Background: an optimization exercise with open tools, aiming at a short achievable clock period and few clock cycles. Do not read the settings as production practice. At most, simulation tests tie the RTL to the original design; equivalence was not proved. Power and IR drop assume default switching activity.

==> flow/design.v <==
module Datapath (clk,rst,Enable,Instr,rData,dWriteMem,dReadMem,iAddr,dAddr,wData);
	input clk, rst;
	input Enable;
	input[31:0] Instr, rData;
	output dWriteMem, dReadMem;
	output[31:0] iAddr, dAddr, wData;
	reg[31:0] pc, pc4;	 
	reg[31:0] e_a, e_b, e_sd, e_pc, e_target;
	reg[4:0]  e_dest;
	reg       e_valid, e_wen, e_load, e_store, e_beq;
	reg       e_add, e_sub, e_and, e_or, e_slt;
	reg[31:0] m_res, m_sd;
	reg[4:0]  m_dest;
	reg       m_wen, m_load, m_store;
	reg[31:0] rf[1:31];
	assign dAddr = m_res;
	assign wData = m_sd;
	assign dReadMem = m_load;
	assign dWriteMem = m_store;
	wire hold = (m_load | m_store) & ~Enable;
	wire[31:0] m_val = m_load ? rData : m_res;
	wire m_commit = m_wen & ~hold;
	integer i;
	always @(posedge clk or negedge rst)
	begin
		if(!rst)
			for(i=1; i<32; i=i+1)
				rf[i] <= 32'd0;
		else if(m_commit)
			rf[m_dest] <= m_val;
	end
	wire[31:0] e_sum = e_a + e_b;
	wire[31:0] e_diff = e_a - e_b;
	wire e_ltu = e_a < e_b;
	wire[31:0] e_res = ({32{e_add}} & e_sum) | ({32{e_sub}} & e_diff) |
	                   ({32{e_and}} & (e_a & e_b)) | ({32{e_or}} & (e_a | e_b)) |
	                   {31'd0, e_slt & e_ltu};
	wire redirect = e_beq & (e_a == e_b);
	assign iAddr = pc;
	wire[31:0] pc8 = pc4 + 32'd4;
	wire[5:0] op = Instr[31:26];
	wire[4:0] rs = Instr[25:21];
	wire[4:0] rt = Instr[20:16];
	wire[4:0] rd = Instr[15:11];
	wire[5:0] fn = Instr[5:0];
	wire[31:0] imm = {{16{Instr[15]}}, Instr[15:0]};
	wire is_r   = (op == 6'h00);
	wire is_beq = (op == 6'h04);
	wire is_addi = (op == 6'h08);
	wire is_lw  = (op == 6'h23);
	wire is_sw  = (op == 6'h2b);
	wire same   = (rs == rt);
	wire taken_f = is_beq & same;		 
	wire cond_beq = is_beq & ~same;	 
	wire uses_rs = is_r | cond_beq | is_addi | is_lw | is_sw;
	wire uses_rt = is_r | cond_beq | is_sw;
	wire itype = is_addi | is_lw | is_sw;
	wire[4:0] dest = is_r ? rd : rt;
	wire wen = ((is_r & (rd != 5'd0)) | ((is_addi | is_lw) & (rt != 5'd0)));
	wire[31:0] target = pc4 + {imm[29:0], 2'b00};
	wire[31:0] target4 = pc8 + {imm[29:0], 2'b00};
	wire luse = e_load & e_wen & ((uses_rs & (e_dest == rs)) | (uses_rt & (e_dest == rt)));
	wire fe_a = e_wen & (e_dest == rs);
	wire fm_a = m_wen & (m_dest == rs);
	wire fe_b = e_wen & (e_dest == rt);
	wire fm_b = m_wen & (m_dest == rt);
	wire[31:0] rf_a = (rs == 5'd0) ? 32'd0 : rf[rs];
	wire[31:0] rf_b = (rt == 5'd0) ? 32'd0 : rf[rt];
	wire[31:0] op_a = fe_a ? e_res : (fm_a ? m_val : rf_a);
	wire[31:0] op_b = fe_b ? e_res : (fm_b ? m_val : rf_b);
	wire squash = hold | redirect | luse;
	always @(posedge clk)
	begin
		e_a <= op_a;
		e_b <= itype ? imm : op_b;
		e_sd <= op_b;
		e_pc <= pc;
		e_target <= target;
		e_dest <= dest;
		if(!hold)
		begin
			m_res <= e_res;
			m_sd <= e_sd;
			m_dest <= e_dest;
		end
	end
	always @(posedge clk or negedge rst)
	begin
		if(!rst)
		begin
			pc <= 32'd0;
			pc4 <= 32'd4;
			{e_valid, e_wen, e_load, e_store, e_beq} <= 5'd0;
			{e_add, e_sub, e_and, e_or, e_slt} <= 5'd0;
			{m_wen, m_load, m_store} <= 3'd0;
		end
		else
		begin
			if(hold)
			begin
				if(e_valid)	 
					{pc, pc4} <= {e_pc, e_pc + 32'd4};
			end
			else if(redirect)
				{pc, pc4} <= {e_target, e_target + 32'd4};
			else if(luse)
				{pc, pc4} <= {pc, pc4};
			else if(taken_f)
				{pc, pc4} <= {target, target4};
			else
				{pc, pc4} <= {pc4, pc8};
			if(!hold)
				{m_wen, m_load, m_store} <= {e_wen, e_load, e_store};
			if(squash)
			begin
				{e_valid, e_wen, e_load, e_store, e_beq} <= 5'd0;
				{e_add, e_sub, e_and, e_or, e_slt} <= 5'd0;
			end
			else
			begin
				e_valid <= 1'b1;
				e_wen <= wen;
				e_load <= is_lw;
				e_store <= is_sw;
				e_beq <= cond_beq;
				e_add <= itype | (is_r & (fn == 6'h20));
				e_sub <= is_r & (fn == 6'h22);
				e_and <= is_r & (fn == 6'h24);
				e_or  <= is_r & (fn == 6'h25);
				e_slt <= is_r & (fn == 6'h2a);
			end
		end
	end
endmodule
export LEC_CHECK = 0
export CAP_MARGIN = 20
export CORE_MARGIN = 2
export CORE_UTILIZATION = 40
export PLACE_DENSITY = 0.6
export SETUP_SLACK_MARGIN = 5
export SLEW_MARGIN = 20
create_clock -name core_clock -period 8.0 [get_ports {clk}]
run.sh (not shown) runs the stock make flow with config.mk's settings and CLKGATE_MAP_FILE= SYNTH_SCRIPT=/design/flow/synth_recipe.tcl, a recipe that flattens the netlist after the stock synthesis.
Then changed:
--- a/flow/design.v
+++ b/flow/design.v
@@ -26,15 +26,17 @@
 		if(!rst)
 			for(i=1; i<32; i=i+1)
 				rf[i] <= 32'd0;
 		else if(m_commit)
 			rf[m_dest] <= m_val;
 	end
-	wire[31:0] e_sum = e_a + e_b;
-	wire[31:0] e_diff = e_a - e_b;
-	wire e_ltu = e_a < e_b;
+	wire[31:0] e_sum, e_diff;
+	wire e_co, e_nb;
+	KSAdd #(32, 5) AddAdder (.a(e_a), .b(e_b), .cin(1'b0), .s(e_sum), .co(e_co));
+	KSAdd #(32, 5) SubAdder (.a(e_a), .b(~e_b), .cin(1'b1), .s(e_diff), .co(e_nb));
+	wire e_ltu = ~e_nb;	 
 	wire[31:0] e_res = ({32{e_add}} & e_sum) | ({32{e_sub}} & e_diff) |
 	                   ({32{e_and}} & (e_a & e_b)) | ({32{e_or}} & (e_a | e_b)) |
 	                   {31'd0, e_slt & e_ltu};
 	wire redirect = e_beq & (e_a == e_b);
 	assign iAddr = pc;
 	wire[31:0] pc8 = pc4 + 32'd4;
@@ -54,14 +56,18 @@
 	wire cond_beq = is_beq & ~same;	 
 	wire uses_rs = is_r | cond_beq | is_addi | is_lw | is_sw;
 	wire uses_rt = is_r | cond_beq | is_sw;
 	wire itype = is_addi | is_lw | is_sw;
 	wire[4:0] dest = is_r ? rd : rt;
 	wire wen = ((is_r & (rd != 5'd0)) | ((is_addi | is_lw) & (rt != 5'd0)));
-	wire[31:0] target = pc4 + {imm[29:0], 2'b00};
-	wire[31:0] target4 = pc8 + {imm[29:0], 2'b00};
+	wire[29:0] target_w, target4_w;
+	wire target_co, target4_co;
+	KSAdd #(30, 5) TargetAdder (.a(pc4[31:2]), .b(imm[29:0]), .cin(1'b0), .s(target_w), .co(target_co));
+	KSAdd #(30, 5) Target4Adder (.a(pc8[31:2]), .b(imm[29:0]), .cin(1'b0), .s(target4_w), .co(target4_co));
+	wire[31:0] target = {target_w, pc4[1:0]};
+	wire[31:0] target4 = {target4_w, pc8[1:0]};
 	wire luse = e_load & e_wen & ((uses_rs & (e_dest == rs)) | (uses_rt & (e_dest == rt)));
 	wire fe_a = e_wen & (e_dest == rs);
 	wire fm_a = m_wen & (m_dest == rs);
 	wire fe_b = e_wen & (e_dest == rt);
 	wire fm_b = m_wen & (m_dest == rt);
 	wire[31:0] rf_a = (rs == 5'd0) ? 32'd0 : rf[rs];
@@ -129,6 +135,37 @@
 				e_or  <= is_r & (fn == 6'h25);
 				e_slt <= is_r & (fn == 6'h2a);
 			end
 		end
 	end
 endmodule
+module KSAdd (a, b, cin, s, co);
+	parameter W = 32;
+	parameter L = 5;	 
+	input[W-1:0] a, b;
+	input cin;
+	output[W-1:0] s;
+	output co;
+	reg[W-1:0] g[0:L];
+	reg[W-1:0] p[0:L];
+	integer i, k;
+	always @*
+	begin
+		g[0] = a & b;
+		p[0] = a ^ b;
+		g[0][0] = (a[0] & b[0]) | ((a[0] ^ b[0]) & cin);
+		for(k=0; k<L; k=k+1)
+			for(i=0; i<W; i=i+1)
+				if(i >= (1 << k))
+				begin
+					g[k+1][i] = g[k][i] | (p[k][i] & g[k][i-(1<<k)]);
+					p[k+1][i] = p[k][i] & p[k][i-(1<<k)];
+				end
+				else
+				begin
+					g[k+1][i] = g[k][i];
+					p[k+1][i] = p[k][i];
+				end
+	end
+	assign s = (a ^ b) ^ {g[L][W-2:0], cin};
+	assign co = g[L][W-1];
+endmodule
Result:
- synthesized area hardly moves
- routed wire length rises by 1.7%
- die area is about the same
- register-to-register slack improved by 0.02 ns
- clock-buffer cell count climbs by 1
- sequential power went up by about 0.5%
- sequential share of layout area shrinks by 0.16 points
- power goes down by 4.0%
- maximum frequency decreases by 6.6%
- first-iteration DRC count came out lower by 3.6%
- utilization hardly moves
- global-route usage rose by 0.43 points
- worst setup slack degrades by 0.27 ns
- cell count is higher by 0.36%
Testbench counts after the change, summed over its fixed seeds: cycles 12,115.
Function not checked in the first run of this note: the RTL went through the layout flow alone.

-- static timing again, ports no longer ideal --
How much do the figures lean on ideal ports? The routed layouts below were timed once more, with nothing changed but the port constraints. Step 1 (the two cells are an assumption about what drives the block):
set clk [get_ports {clk}]
set_driving_cell -lib_cell sky130_fd_sc_hd__clkbuf_16 $clk
set_driving_cell -lib_cell sky130_fd_sc_hd__buf_2 [delete_from_list [all_inputs] $clk]
Step 2 moves the port delays by t, midway between the first and last clock arrival at a register: inputs arrive t later, outputs are due t later. That takes back most of the time a late clock gives input paths. Three values: no drivers, after step 1, after step 2; two values: the first two.
run | t, ns | setup slack, ns | latest minus earliest clock arrival (ns)
the first run | 0.946 | 4.185 / 4.084 / 3.139 | 0.081 / 0.081
the second run | 0.931 | 3.914 / 3.937 / 3.006 | 0.061 / 0.060
After both steps setup and hold are still met in every run listed. For the first run, which loses most, drivers alone change the setup slack by -0.101 ns; drivers and shift together by -1.046 ns.
